Background: an optimization exercise with open tools, aiming at small area. Do not read the settings as production practice. Only simulation tests tie the RTL to the original design; equivalence was not proved. Power figures rest on the tool's default switching activity, not on a simulated workload.

==> design.v <==
module directional_traffic_controller (
    input wire clk, reset,
    input wire [1:0] north_ml_level, south_ml_level,
    input wire [1:0] east_ml_level, west_ml_level,
    input wire ml_prediction_valid,
    input wire emergency_override,
    input wire [1:0] emergency_direction,
    input wire [7:0] north_queue, south_queue,
    input wire [7:0] east_queue, west_queue,
    output wire [2:0] north_light, south_light, east_light, west_light,
    output wire [3:0] current_phase,
    output wire [31:0] phase_timer,
    output wire [1:0] current_mode
);
    function automatic [8:0] sub8(input [7:0] a, input [7:0] b, input bin);
        integer i;
        reg bw;
        begin
            bw = bin;
            for (i = 0; i < 8; i = i + 1) begin
                sub8[i] = a[i] ^ b[i] ^ bw;
                bw = (~a[i] & (b[i] | bw)) | (b[i] & bw);
            end
            sub8[8] = bw;
        end
    endfunction
    function automatic [7:0] sub7(input [6:0] a, input [6:0] b, input bin);
        integer i;
        reg bw;
        begin
            bw = bin;
            for (i = 0; i < 7; i = i + 1) begin
                sub7[i] = a[i] ^ b[i] ^ bw;
                bw = (~a[i] & (b[i] | bw)) | (b[i] & bw);
            end
            sub7[7] = bw;
        end
    endfunction
    function automatic [6:0] add7(input [6:0] a, input [6:0] b, input cin);
        integer i;
        reg cy;
        begin
            cy = cin;
            for (i = 0; i < 7; i = i + 1) begin
                add7[i] = a[i] ^ b[i] ^ cy;
                cy = (a[i] & b[i]) | (cy & (a[i] | b[i]));
            end
        end
    endfunction
    function automatic [6:0] inc7(input [6:0] a, input cin);
        integer i;
        reg cy;
        begin
            cy = cin;
            for (i = 0; i < 7; i = i + 1) begin
                inc7[i] = a[i] ^ cy;
                cy = cy & a[i];
            end
        end
    endfunction
    reg [2:0] ph;
    reg [5:0] r;
    reg [6:0] q;
    reg       adapt;
    reg [1:0] lvl_ns, lvl_ew;
    reg [6:0] tmr;
    reg       wrapq;
    reg       emq;
    reg       modeq;
    reg       jadv;
    reg [1:0] dirq;
    wire [8:0] ns_s = sub8(north_queue, south_queue, 1'b0);
    wire [8:0] ew_s = sub8(east_queue, west_queue, 1'b0);
    wire imb_ns = ns_s[8] ? ~(ns_s[7:0] > 8'd235) : (ns_s[7:0] > 8'd20);
    wire imb_ew = ew_s[8] ? ~(ew_s[7:0] > 8'd235) : (ew_s[7:0] > 8'd20);
    reg [6:0] d;
    always @(*) begin
        case (ph)
            3'd0: case ({adapt, lvl_ns, imb_ns})
                      4'b1000: d = 7'd30; 4'b1001: d = 7'd40;
                      4'b1010: d = 7'd40; 4'b1011: d = 7'd50;
                      4'b1100: d = 7'd50; 4'b1101: d = 7'd60;
                      4'b1110: d = 7'd60; 4'b1111: d = 7'd70;
                      default: d = 7'd20;
                  endcase
            3'd3: case ({adapt, lvl_ew, imb_ew})
                      4'b1000: d = 7'd30; 4'b1001: d = 7'd40;
                      4'b1010: d = 7'd40; 4'b1011: d = 7'd50;
                      4'b1100: d = 7'd50; 4'b1101: d = 7'd60;
                      4'b1110: d = 7'd60; 4'b1111: d = 7'd70;
                      default: d = 7'd20;
                  endcase
            3'd1, 3'd4: d = 7'd3;
            default: d = 7'd2;
        endcase
    end
    wire       rnz  = |r;
    wire       rhi  = r[5] & (r[4] | (r[3] & r[2] & r[1] & r[0]));   
    wire       rend = r[5] & r[4] & r[0];                            
    wire [7:0] df   = sub7(d, q, rnz);
    wire       wrap = df[7];
    wire       adv  = wrap | (~(|df[6:0]) & ~rnz);
    wire [6:0] tmr_n = wrap ? add7(df[6:0], 7'd81, rnz & ~rhi) : df[6:0];
    wire [1:0] max_ns = (north_ml_level > south_ml_level) ? north_ml_level : south_ml_level;
    wire [1:0] max_ew = (east_ml_level > west_ml_level) ? east_ml_level : west_ml_level;
    always @(posedge clk) begin
        dirq <= emergency_direction;
        if (ml_prediction_valid) begin
            lvl_ns <= max_ns;
            lvl_ew <= max_ew;
        end
    end
    always @(posedge clk or posedge reset) begin
        if (reset) begin
            adapt <= 1'b0;
        end else if (ml_prediction_valid) begin
            adapt <= 1'b1;
        end
    end
    always @(posedge clk or posedge reset) begin
        if (reset) begin
            ph    <= 3'd0;
            r     <= 6'd0;
            q     <= 7'd0;
            tmr   <= 7'd30;
            wrapq <= 1'b0;
            emq   <= 1'b0;
            modeq <= 1'b0;
            jadv  <= 1'b0;
        end else if (emergency_override) begin
            r     <= 6'd0;
            q     <= 7'd0;
            tmr   <= 7'd103;    
            wrapq <= 1'b0;
            emq   <= 1'b1;
            modeq <= 1'b0;
            jadv  <= 1'b0;
        end else begin
            tmr   <= tmr_n;
            wrapq <= wrap;
            emq   <= 1'b0;
            modeq <= adapt;
            jadv  <= adv;
            if (adv) begin
                case (ph)
                    3'd0: ph <= 3'd1;
                    3'd1: ph <= 3'd2;
                    3'd2: ph <= 3'd3;
                    3'd3: ph <= 3'd4;
                    3'd4: ph <= 3'd5;
                    default: ph <= 3'd0;
                endcase
                r  <= 6'd0;
                q  <= 7'd0;
            end else begin
                r  <= rend ? 6'd0 : inc7({1'b0, r}, 1'b1);
                q  <= inc7(q, rend);
            end
        end
    end
    wire ns_g = jadv ? (ph == 3'd1) : (ph == 3'd0);
    wire ns_y = jadv ? (ph == 3'd2) : (ph == 3'd1);
    wire ew_g = jadv ? (ph == 3'd4) : (ph == 3'd3);
    wire ew_y = jadv ? (ph == 3'd5) : (ph == 3'd4);
    assign north_light = emq ? {dirq != 2'd0, 1'b0, dirq == 2'd0} : {~(ns_g | ns_y), ns_y, ns_g};
    assign south_light = emq ? {dirq != 2'd1, 1'b0, dirq == 2'd1} : {~(ns_g | ns_y), ns_y, ns_g};
    assign east_light  = emq ? {dirq != 2'd2, 1'b0, dirq == 2'd2} : {~(ew_g | ew_y), ew_y, ew_g};
    assign west_light  = emq ? {dirq != 2'd3, 1'b0, dirq == 2'd3} : {~(ew_g | ew_y), ew_y, ew_g};
    assign current_phase = {1'b0, ph};
    assign current_mode  = {emq, modeq};
    assign phase_timer = {5'd0, wrapq, 1'b0, wrapq, 3'd0, wrapq, wrapq, wrapq, wrapq,
                          1'b0, wrapq, 1'b0, wrapq, wrapq, wrapq, 1'b0, emq, emq, emq, tmr};
endmodule
==> flow/run.sh <==
#!/bin/bash
# Standard layout, with the smallest buffer on every input and output port.
set -euo pipefail
export BUFFER_PORTS_ARGS="-buffer_cell sky130_fd_sc_hd__buf_1"
bash standard.sh finish > standard_flow.log 2>&1
==> standard.sh <==
#!/bin/bash
# synth_recipe.tcl (not shown) runs the flow's synth.tcl, then flattens the netlist and writes it again
# the make line also repeats each setting of config.mk as NAME=value (left out here)
make -C /OpenROAD-flow-scripts/flow DESIGN_CONFIG=/design/flow/config.mk WORK_HOME=/design/flow/orfs CLKGATE_MAP_FILE= SYNTH_SCRIPT=/design/flow/synth_recipe.tcl "${@:-finish}"
==> config.mk <==
export PLATFORM = sky130hd
export DESIGN_NAME = directional_traffic_controller
export DESIGN_NICKNAME = directional_traffic_controller
export VERILOG_FILES = /design/flow/design.v
export SDC_FILE = /design/flow/constraint.sdc
export NUM_CORES = 4
export LEC_CHECK = 0
export CAP_MARGIN = 20
export CORE_MARGIN = 2
export CORE_UTILIZATION = 40
export SLEW_MARGIN = 20
==> constraint.sdc <==
create_clock -name core_clock -period 30.0 [get_ports {clk}]
set_input_delay 6.0000 -clock core_clock [delete_from_list [all_inputs] [get_ports {clk}]]
set_output_delay 6.0000 -clock core_clock [all_outputs]
set_load 0.01 [all_outputs]
==> out/metrics.csv, run 1 <==
metric;value;unit
grt_usage;0.123;
switching_share;0.418;
reg2reg_to;r[4]$_DFF_PP0_;
async_reset_ff_frac;0.824;
cts_made_buffers;5;
finalCriticalPeriod;13.19;ns
min_period_over_period;0.440;
drive_gt1_frac;0.0630;
grt_setup_unrepaired;false;
cts_tree;done;
initial_core_util;0.416;
synth_seq_cells;34;
worst_pin_slew;0.874;ns
cp_max_fo;17;
relSlewSlack;0.413;
cts.sinks;34;
critPathSlowestCell;nor3_1;
die_x;91.4;µm
fmax;75.8;MHz
cts-root-buf;clkbuf_8;
vias_per_cell;4.60;
detail_route.first_pass.iterations;4;
placed_cells;472;
worst_path_most_repeated_cell;fa_1;
final_core_utilization;0.459;
grt_remaining_overflow;0;
n_antenna_cell;0;
switching_power;0.0888;mW
power_leakage;1.65;nW
routed_wl;5.01;mm
r2r_cells;16;
ant_nets;0;
synth_commonest_cells;56 x inv_1, 33 x ha_1, 30 x buf_4, 24 x dfrtp_1, 21 x fa_1;
vias;2207;
slew_violations;0;
crit_arrival;13.42;ns
synth_area_leaders;dfrtp_1 20%, fa_1 14%, ha_1 14%;
clkPwrFrac;0.165;
grt_pass1_wl;8.49;mm
fin_area;0.00336;mm²
path_clk_slew;0.07;ns
p_per_area;63.2;mW/mm²
whs_path_depth;1;
worstSetupPathType;in -> reg;
clock_path_buffers;2;
status;finished clean;
finalPower;0.212;mW
synth_top_area_frac;0.197;
seq_power_share;0.303;
netlist_instances;318;
drc_errors;0;
synth-edff-count;4;
rows;31;
ir_drop;0.0000199;V
wl_per_cell;10.4;µm
synth_cell_type_count;49;
r2r_start;r[0]$_DFF_PP0_;
rrSetupSlack;25.04;ns
drv_cap;0;
synthMostInstantiatedCell;inv_1;
ios;96;
totalNegativeSetupSlack;0;ns
skew;0.00524;ns
syn_avg_cell_area;9.60;µm²
min_from;r[0]$_DFF_PP0_;
insertion_delay;0.29;ns
p_int;0.124;mW
first_iter_violations;67;
hold_path_class;reg -> reg;
cts-resized-gates;0;
stdcell_count;480;
die_area;0.00835;mm²
cp-start-kind;input pin;
hold_buffers;0;
cts_setup_buffers;0;
grt_pass1_vias;1971;
hold_violations;0;
min_to;r[0]$_DFF_PP0_;
gp_congestion;0.804;
cts.htree.levels;2;
port-buffer-count;82;
post-dp-hpwl;4.17;mm
areaGrowthSynthToFinish;10.2;%
endpoint_kind;flip-flop;
die_y;91.4;µm
netlist_area;0.00305;mm²
setup_violations;0;
nets;480;
yosys.area.top_type;dfrtp_1;
combPwrFrac;0.532;
core;0.00733;mm²
place_area;0.00327;mm²
synthFlopType;dfrtp_1;
grt_max_degree;29;
seq_area_frac_synth;0.284;
antenna_found_initial;0;
yosysWarningCount;1;
worstPathRequired;30.23;ns
cp_slowest_stage_delay;0.81;ns
## how the worst max path moves through the flow
stage,from,endpoint,slack (ns),cells past startpoint
global route,north_queue[0],r[2]$_DFF_PP0_,16.19,30
floorplan,east_queue[0],ph[0]$_DFFE_PP0P_,17.25,30
finish,north_queue[0],r[4]$_DFF_PP0_,16.81,30
global placement,north_queue[0],r[5]$_DFF_PP0_,16.63,30
detailed placement,north_queue[0],r[4]$_DFF_PP0_,16.42,30
CTS,north_queue[0],r[4]$_DFF_PP0_,16.72,30
## stage by stage
step	hold WS (ns)	setup WS (ns)
2_1_floorplan	0.486	17.25
3_3_place_gp	0.528	16.63
3_5_place_dp	0.542	16.42
4_1_cts	0.554	16.72
5_1_grt	0.579	16.19
6_report	0.546	16.81
## flip-flops by register name, indices dropped and copies added (netlist names)
signal	count
q	7
emq	1
adapt	1
ph	3
modeq	1
lvl_ns	2
jadv	1
lvl_ew	2
wrapq	1
tmr	7
dirq	2
r	6
## power groups by stage
stage / sequential (mW) / combinational (mW) / clock [mW]
2_1_floorplan: 0.0637 / 0.0925 / 0
4_1_cts: 0.0645 / 0.115 / 0.0363
6_report: 0.0644 / 0.113 / 0.0351
3_3_place_gp: 0.0653 / 0.112 / 0
5_1_grt: 0.0658 / 0.130 / 0.0385
3_5_place_dp: 0.0654 / 0.115 / 0
## cell usage in the layout, fill, tap and decap left out, types with 2 or more instances in the layout
| cell type | instances |
|---|---|
| conb_1 | 13 |
| nor2b_1 | 3 |
| o22ai_1 | 3 |
| nand2_1 | 9 |
| dfstp_2 | 4 |
| nand3_1 | 4 |
| or2_2 | 2 |
| a211o_1 | 2 |
| buf_1 | 82 |
| nand2b_1 | 10 |
| clkbuf_8 | 6 |
| o21a_1 | 2 |
| a21o_1 | 3 |
| nor2_1 | 20 |
| nand3b_1 | 2 |
| a211oi_1 | 3 |
| dfrtp_1 | 24 |
| and2_1 | 6 |
| o2bb2ai_1 | 3 |
| inv_1 | 55 |
| nor4_1 | 3 |
| xor2_1 | 3 |
| edfxtp_1 | 4 |
| o21ai_0 | 11 |
| ha_1 | 33 |
| nand4bb_1 | 2 |
| mux2_2 | 3 |
| a21oi_1 | 10 |
| and3_1 | 5 |
| nor4bb_1 | 2 |
| a31o_2 | 2 |
| mux2i_1 | 3 |
| fa_1 | 21 |
| nor3_1 | 3 |
| dfxtp_1 | 2 |
| xnor2_1 | 3 |
## critical path: cells and delay by family
kind            cells  cell delay [ns]
fa+ha+maj          15             5.04
buf+inv             8             0.50
simple gates        3             1.38
compound gates      4             0.48
## layer usage
metal,routed length (µm),global-route usage,vias to the layer above
met2,2440,0.205,64
met1,2260,0.158,1023
met3,248,0.0315,6
li1,-,-,1114
met4,53,0.0379,0
met5,0,0,-
## logic make-up after synthesis
logic type / after synthesis / synth area share
fa+ha+maj: 54 / 0.273
simple gates: 76 / 0.146
flops: 34 / 0.284
other cells: 1 / 0.00123
buf+inv: 95 / 0.154
compound gates: 45 / 0.0992
mux: 7 / 0.0258
xor+xnor: 6 / 0.0172
## final cells by class
type	instances	area (µm²)
multi-input cells	201	1760
flip-flops and latches	34	866
inverters	56	210
repair buffers	82	308
fillers	729	3970
well taps	99	124
clock buffers	6	82.6
clock inverters	2	11.3
==> inputs of run 2 (changes only) <==
==> run.sh (new file) <==
#!/bin/bash
# synth_recipe.tcl (not shown) runs the flow's synth.tcl, then flattens the netlist and writes it again
# the make line also repeats each setting of config.mk as NAME=value (left out here)
make -C /OpenROAD-flow-scripts/flow DESIGN_CONFIG=/design/flow/config.mk WORK_HOME=/design/flow/orfs CLKGATE_MAP_FILE= SYNTH_SCRIPT=/design/flow/synth_recipe.tcl finish
removed: flow/run.sh
removed: standard.sh
==> run 2 against run 1 <==
- non-clock buffer count did not move
- synthesized cell count did not move
- global-route usage rose by 1.3 points
- hold slack improved by 0.0061 ns
- cell area rose by 15%
- still clean
- final cell count did not move
- largest power group unchanged
- die area did not move
==> out/metrics.csv, run 2 <==
metric;value;unit;change
async_reset_ff_frac;0.824;;unchanged
drive_gt1_frac;0.0604;;was 0.0630
drv_cap;0;;unchanged
met3_length;267;µm;was 248 µm
grt_remaining_overflow;0;;unchanged
grt_pass1_wl;9.38;mm;was 8.49 mm
synth_simple_gate_area_frac;0.146;;unchanged
fmax;73.4;MHz;was 75.8 MHz
ios;96;;unchanged
first_iter_violations;95;;was 67
synth_cell_type_count;49;;unchanged
ant_nets;0;;unchanged
cts_made_buffers;5;;unchanged
synth_top_area_frac;0.197;;unchanged
relSlewSlack;0.425;;was 0.413
path_clk_slew;0.07;ns;about the same
min_from;r[0]$_DFF_PP0_;;unchanged
grt_max_degree;29;;unchanged
cts-root-buf;clkbuf_8;;unchanged
status;finished clean;;unchanged
vias_per_cell;4.68;;was 4.60
synth_compound_area_frac;0.0992;;unchanged
routed_wl;5.38;mm;was 5.01 mm
nets;480;;unchanged
worstPathRequired;30.23;ns;about the same
wl_per_cell;11.2;µm;was 10.4 µm
gp_congestion;0.794;;was 0.804
port-buffer-count;82;;unchanged
vias;2248;;was 2207
worst_path_most_repeated_cell;fa_1;;unchanged
hold_path_class;reg -> reg;;unchanged
insertion_delay;0.29;ns;about the same
multiInputGateArea;0.00176;mm²;unchanged
worstSetupPathType;in -> reg;;unchanged
synth.mux.area_fraction;0.0258;;unchanged
grt_usage;0.136;;was 0.123
yosys.area.top_type;dfrtp_1;;unchanged
final_common_cell;clkdlybuf4s50_1;;was buf_1
seq_area_frac_synth;0.284;;unchanged
grt_pass1_vias;2151;;was 1971
r2r_start;r[0]$_DFF_PP0_;;unchanged
min_to;r[0]$_DFF_PP0_;;unchanged
regArea;866;µm²;unchanged
hold_violations;0;;unchanged
synth_area_leaders;dfrtp_1 20%, fa_1 14%, ha_1 14%;;unchanged
crit_arrival;13.86;ns;was 13.42 ns
whs_path_depth;1;;unchanged
worst_pin_slew;0.856;ns;was 0.874 ns
slew_violations;0;;unchanged
grt_setup_unrepaired;false;;unchanged
power_leakage;1.86;nW;was 1.65 nW
drc_errors;0;;unchanged
r2r_cells;16;;unchanged
cts.sinks;34;;unchanged
synth_commonest_cells;56 x inv_1, 33 x ha_1, 30 x buf_4, 24 x dfrtp_1, 21 x fa_1;;unchanged
routedLengthMet1;2.39;mm;was 2.26 mm
cts.htree.levels;2;;unchanged
cts-resized-gates;0;;unchanged
cp-start-kind;input pin;;unchanged
die_area;0.00835;mm²;unchanged
endpoint_kind;flip-flop;;unchanged
cts_setup_buffers;0;;unchanged
layout_common_cells;82 x clkdlybuf4s50_1, 55 x inv_1, 33 x ha_1, 24 x dfrtp_1, 21 x fa_1;;was 82 x buf_1, 55 x inv_1, 33 x ha_1, 24 x dfrtp_1, 21 x fa_1
reg_top3;q (7), tmr (7), r (6);;unchanged
synth_top_family_by_area;adder cells;;unchanged
rrSetupSlack;25.08;ns;was 25.04 ns
reg2reg_to;r[5]$_DFF_PP0_;;was r[4]$_DFF_PP0_
initial_core_util;0.416;;unchanged
finalCriticalPeriod;13.63;ns;was 13.19 ns
die_x;91.4;µm;unchanged
setup_violations;0;;unchanged
synth_seq_cells;34;;unchanged
die_y;91.4;µm;unchanged
hold_buffers;0;;unchanged
areaGrowthSynthToFinish;26.6;%;was 10.2%
num-fill-cells;653;;was 729
synthMostInstantiatedCell;inv_1;;unchanged
netlist_instances;318;;unchanged
skew;0.00830;ns;was 0.00524 ns
clock_path_buffers;2;;unchanged
final_core_utilization;0.527;;was 0.459
yosysWarningCount;1;;unchanged
routed.top_layer;met4;;unchanged
syn_avg_cell_area;9.60;µm²;unchanged
cts_tree;done;;unchanged
core;0.00733;mm²;unchanged
rows;31;;unchanged
synth-edff-count;4;;unchanged
totalNegativeSetupSlack;0;ns;unchanged
cp_slowest_stage_delay;0.80;ns;was 0.81 ns
synthAdderAreaFrac;0.273;;unchanged
critPathSlowestCell;nor3_1;;unchanged
synthFlopType;dfrtp_1;;unchanged
cp_max_fo;17;;unchanged
ir_drop;0.0000214;V;was 0.0000199 V
antenna_found_initial;0;;unchanged
min_period_over_period;0.454;;was 0.440
post-dp-hpwl;4.50;mm;was 4.17 mm
netlist_area;0.00305;mm²;unchanged
p_per_area;58.8;mW/mm²;was 63.2 mW/mm²
n_antenna_cell;0;;unchanged
wl_met2;2.64;mm;was 2.44 mm
synthXorXnorAreaFrac;0.0172;;unchanged
detail_route.first_pass.iterations;4;;unchanged
-- run 2: cell types whose count changed in the layout (fill, tap and decap cells not counted), sizes merged --
cell and delta:
buf -82, clkdlybuf4s50 +82, clkinv +1, inv -1
-- run 2: power breakdown --
| part | switching, mW | leakage, nW | internal, mW |
|---|---|---|---|
| clock | 0.0159 | 0.0450 | 0.0160 |
| combinational | 0.0636 | 1.41 | 0.0669 |
| sequential | 0.00911 | 0.404 | 0.0557 |
-- run 2: routing by layer --
metal | track usage | up-vias
li1 | - | 1120
met1 | 0.172 | 1056
met2 | 0.232 | 65
met3 | 0.0299 | 7
met4 | 0.0429 | 0
met5 | 0 | -
-- run 2: cells by family (layout without fill, tap and decap cells) --
family | after synthesis | after routing
XOR/XNOR | 6 | 6
other | 1 | 13
AO/OA/AOI/OAI | 45 | 45
buffers and inverters | 95 | 146
AND/OR/NAND/NOR | 76 | 76
flip-flops | 34 | 34
adder cells (fa/ha/maj) | 54 | 54
multiplexers | 7 | 7
-- run 2: metrics by stage --
stage / cell area [µm²] / power [mW] / cells / worst slack (ns) / hold slack [ns]
3_3_place_gp: 3780 / 0.195 / 472 / 16.21 / 0.538
6_report: 3860 / 0.227 / 480 / 16.37 / 0.552
5_1_grt: 3860 / 0.251 / 480 / 15.69 / 0.576
3_5_place_dp: 3780 / 0.197 / 472 / 16.07 / 0.539
2_1_floorplan: 3100 / 0.156 / 330 / 17.25 / 0.486
4_1_cts: 3860 / 0.231 / 480 / 16.31 / 0.545
-- run 2: final cells by class --
type	instances	area share
Clock buffer	6	0.0188
Clock inverter	2	0.00259
Inverter	56	0.0544
Multi-Input combinational cell	201	0.456
Sequential cell	34	0.224
Tap cell	99	0.0320
Timing Repair Buffer	82	0.212
-- run 2: how the worst max path moves through the flow --
stage / from / to / slack, ns / cells after the start
floorplan: east_queue[0] / ph[0]$_DFFE_PP0P_ / 17.25 / 30
global placement: south_queue[0] / r[5]$_DFF_PP0_ / 16.21 / 29
detailed placement: south_queue[0] / r[5]$_DFF_PP0_ / 16.07 / 29
CTS: south_queue[0] / r[5]$_DFF_PP0_ / 16.31 / 29
global route: north_queue[0] / r[5]$_DFF_PP0_ / 15.69 / 30
finish: south_queue[0] / r[5]$_DFF_PP0_ / 16.37 / 29
-- run 2: critical path: cells and delay by family --
family                     cells  cell delay (ns)
buffers and inverters          7             0.84
and+or+nand+nor                3             1.39
adders and majority gates     15             5.10
AOI/OAI and AO/OA              4             0.53
==> inputs of run 3 (changes only) <==
--- a/config.mk
+++ b/config.mk
@@ -5,6 +5,7 @@
 export SDC_FILE = /design/flow/constraint.sdc
 export NUM_CORES = 4
 export LEC_CHECK = 0
+export ABC_AREA = 1
 export CAP_MARGIN = 20
 export CORE_MARGIN = 2
 export CORE_UTILIZATION = 40
==> run 3 against run 2 <==
- combinational power grew 16%
- first-iteration DRC count shrank 23%
- core utilization grew 0.66 points
- register-to-register slack gained 0.65 ns
- sequential power grew 0.9%
- power grew 14%
- still clean
- synthesized area shrank 0.45%
- worst setup slack gained 0.50 ns
- sequential cell count is the same
- wire length grew 0.82%
- clock power grew 33%
==> out/metrics.csv, run 3 <==
metric;value;unit;change
status;finished clean;;unchanged
placed_cells;524;;was 472
setup_violations;0;;unchanged
areaGrowthSynthToFinish;28.1;%;was 26.6%
yosysWarningCount;1;;unchanged
totalNegativeSetupSlack;0;ns;unchanged
use_met2;0.238;;was 0.232
globalRouteMet1Util;0.176;;was 0.172
crit_arrival;13.30;ns;was 13.86 ns
relSlewSlack;0.584;;was 0.425
grt_remaining_overflow;0;;unchanged
hold_violations;0;;unchanged
ios;96;;unchanged
syn_avg_cell_area;8.33;µm²;was 9.60 µm²
grt_max_degree;29;;unchanged
synthMostInstantiatedCell;inv_1;;unchanged
grt_setup_unrepaired;false;;unchanged
die_area;0.00831;mm²;was 0.00835 mm²
fin_area;0.00389;mm²;was 0.00386 mm²
grt_pass1_vias;2280;;was 2151
layout_common_cells;82 x clkdlybuf4s50_1, 81 x inv_1, 45 x nand2_1, 33 x ha_1, 28 x nor2_1;;was 82 x clkdlybuf4s50_1, 55 x inv_1, 33 x ha_1, 24 x dfrtp_1, 21 x fa_1
synth_seq_cells;34;;unchanged
min_period_over_period;0.438;;was 0.454
seq_area_frac_synth;0.285;;was 0.284
initial_core_util;0.417;;was 0.416
place_area;0.00378;mm²;about the same
use_met3;0.0315;;was 0.0299
cts_tree;done;;unchanged
wl_per_cell;10.2;µm;was 11.2 µm
synth_cell_type_count;35;;was 49
synthFlopType;dfrtp_1;;unchanged
routed_wl;5.42;mm;was 5.38 mm
ir_drop;0.0000340;V;was 0.0000214 V
finalWorstSetupSlack;16.87;ns;was 16.37 ns
synth_top_area_frac;0.198;;was 0.197
rows;31;;unchanged
skew;0.00564;ns;was 0.00830 ns
vias_per_cell;4.35;;was 4.68
clock_path_buffers;2;;unchanged
worst_path_most_repeated_cell;fa_1;;unchanged
cts_setup_buffers;0;;unchanged
worstSetupPathType;in -> reg;;unchanged
grt_pass1_wl;9.69;mm;was 9.38 mm
cts-root-buf;clkbuf_8;;unchanged
worst_pin_slew;0.618;ns;was 0.856 ns
yosys.area.top_type;dfrtp_1;;unchanged
place_worst_setup_slack;16.56;ns;was 16.07 ns
gr-max-usage-layer;met2;;unchanged
n_antenna_cell;0;;unchanged
power_leakage;1.92;nW;was 1.86 nW
core;0.00729;mm²;was 0.00733 mm²
cts.htree.levels;2;;unchanged
drv_cap;0;;unchanged
synth_area_leaders;dfrtp_1 20%, fa_1 14%, ha_1 14%;;unchanged
detail_route.first_pass.iterations;4;;unchanged
antenna_found_initial;0;;unchanged
worstPathRequired;30.18;ns;was 30.23 ns
path_clk_slew;0.08;ns;was 0.07 ns
die_y;91.2;µm;was 91.4 µm
hold_buffers;0;;unchanged
async_reset_ff_frac;0.824;;unchanged
ant_nets;0;;unchanged
cts_made_buffers;5;;unchanged
gp_congestion;0.830;;was 0.794
cp_max_fo;8;;was 17
port-buffer-count;82;;unchanged
p_per_area;66.6;mW/mm²;was 58.8 mW/mm²
synth_commonest_cells;82 x inv_1, 45 x nand2_1, 33 x ha_1, 32 x buf_4, 28 x nor2_1;;was 56 x inv_1, 33 x ha_1, 30 x buf_4, 24 x dfrtp_1, 21 x fa_1
cts.sinks;34;;unchanged
final_common_cell;clkdlybuf4s50_1;;unchanged
vias;2314;;was 2248
finalCriticalPeriod;13.13;ns;was 13.63 ns
fin_hold_ws;0.547;ns;was 0.552 ns
reg_top3;q (7), tmr (7), r (6);;unchanged
netlist_instances;365;;was 318
drc_errors;0;;unchanged
hold_path_class;reg -> reg;;unchanged
synth-edff-count;4;;unchanged
netlist_area;0.00304;mm²;was 0.00305 mm²
fmax;76.2;MHz;was 73.4 MHz
cp_slowest_stage_delay;0.53;ns;was 0.80 ns
cts-resized-gates;0;;unchanged
drive_gt1_frac;0.0531;;was 0.0604
critPathSlowestCell;fa_1;;was nor3_1
first_iter_violations;73;;was 95
nets;532;;was 480
insertion_delay;0.29;ns;about the same
grt_usage;0.139;;was 0.136
stdcell_count;532;;was 480
slew_violations;0;;unchanged
die_x;91.2;µm;was 91.4 µm
endpoint_kind;flip-flop;;unchanged
cp-start-kind;input pin;;unchanged
post-dp-hpwl;4.56;mm;was 4.50 mm
==> run 3: cell count changes after synthesis, sizes merged, moves of 4 or more <==
cell,before,now
a21oi,10,14
and2,6,0
and3,5,0
clkbuf,9,1
inv,56,83
mux2,4,0
nand2,9,48
nand2b,10,2
nand3,4,15
nor2,20,31
o211ai,0,4
o21ai,11,22
==> run 3: path summary, 6_finish.rpt <==
check / cells after the start / slack [ns] / from / to
max: 37 / 16.87 / south_queue[0] / q[2]$_DFF_PP0_
min: 1 / 0.55 / r[0]$_DFF_PP0_ / r[0]$_DFF_PP0_
max reg2reg: 23 / 25.73 / ph[0]$_DFFE_PP0P_ / q[2]$_DFF_PP0_
min reg2reg: 1 / 0.55 / r[0]$_DFF_PP0_ / r[0]$_DFF_PP0_
max in group asynchronous: 2 / 23.53 / reset / q[3]$_DFF_PP0_
min in group asynchronous: 2 / 6.09 / reset / tmr[0]$_DFF_PP0_
==> run 3: where the power goes <==
group	internal [mW]	leakage, nW	switching (mW)	total, mW
Clock	0.0248	0.0547	0.0178	0.0425
Combinational	0.0715	1.46	0.0799	0.151
Sequential	0.0565	0.409	0.00894	0.0654
Total	0.153	1.92	0.107	0.259
==> run 3: final cells by class <==
| cell class | instances | area [µm²] |
|---|---|---|
| fill | 697 | 3400 |
| multi-input combinational | 225 | 1650 |
| sequential | 34 | 866 |
| timing repair buffer | 82 | 821 |
| inverter | 84 | 315 |
| tap | 99 | 124 |
| clock buffer | 5 | 68.8 |
| clock inverter | 3 | 43.8 |
==> run 3: kinds of logic after synthesis <==
group,share of synthesized area
flip-flops,0.285
other,0.00123
XOR/XNOR,0.00865
buffers and inverters,0.186
AND/OR/NAND/NOR,0.161
adder cells (fa/ha/maj),0.274
AO/OA/AOI/OAI,0.0848
==> run 3: stage by stage <==
stage / total power [mW] / util
after floorplan: 0.166 / -
after global placement: 0.214 / 0.518
after detailed placement: 0.220 / 0.518
after CTS: 0.263 / 0.534
after global routing: 0.286 / 0.534
final: 0.259 / 0.534
==> run 3: critical path: cells and delay by family <==
| family | cells | cell delay [ns] |
|---|---|---|
| fa+ha+maj | 15 | 4.92 |
| simple gates | 10 | 1.13 |
| buf+inv | 10 | 1.02 |
| compound gates | 2 | 0.20 |
==> run 3: per-layer routing <==
metal  part of all wire  wire, µm
met5                  0         0
met4              0.013        72
met3              0.058       312
met2               0.46      2520
met1               0.46      2520

[what the ideal ports hide]
The flow's constraints put no driver on any port. The routed layouts listed below were extracted and timed again, unchanged, in two steps.
Step 1 assumes that a clkbuf_16 drives the clock port and a buf_2 every other input.
Step 2 adds t to the input delays and takes it off the output delays; t is the mean of the earliest and latest rising clock arrival at the registers after step 1. Input paths then give back, and output paths get back, about the clock's delay inside the block.
Three values: no drivers, after step 1, after step 2; two values: the first two.
| run | shift t [ns] | slack for setup (ns) | hold slack, ns | worst register clock-pin slew, ns |
|---|---|---|---|---|
| run 1 | 0.310 | 16.810 / 16.809 / 16.499 | 0.546 / 0.546 / 0.546 | 0.07 / 0.07 |
| run 2 | 0.312 | 16.371 / 16.374 / 16.062 | 0.552 / 0.552 / 0.552 | 0.07 / 0.07 |
| run 3 | 0.313 | 16.871 / 16.863 / 16.550 | 0.547 / 0.547 / 0.547 | 0.08 / 0.08 |
After both steps setup and hold are still met in every run listed. The setup slack of run 3, which loses most, moves by -0.008 ns with the drivers and by -0.321 ns with both steps.
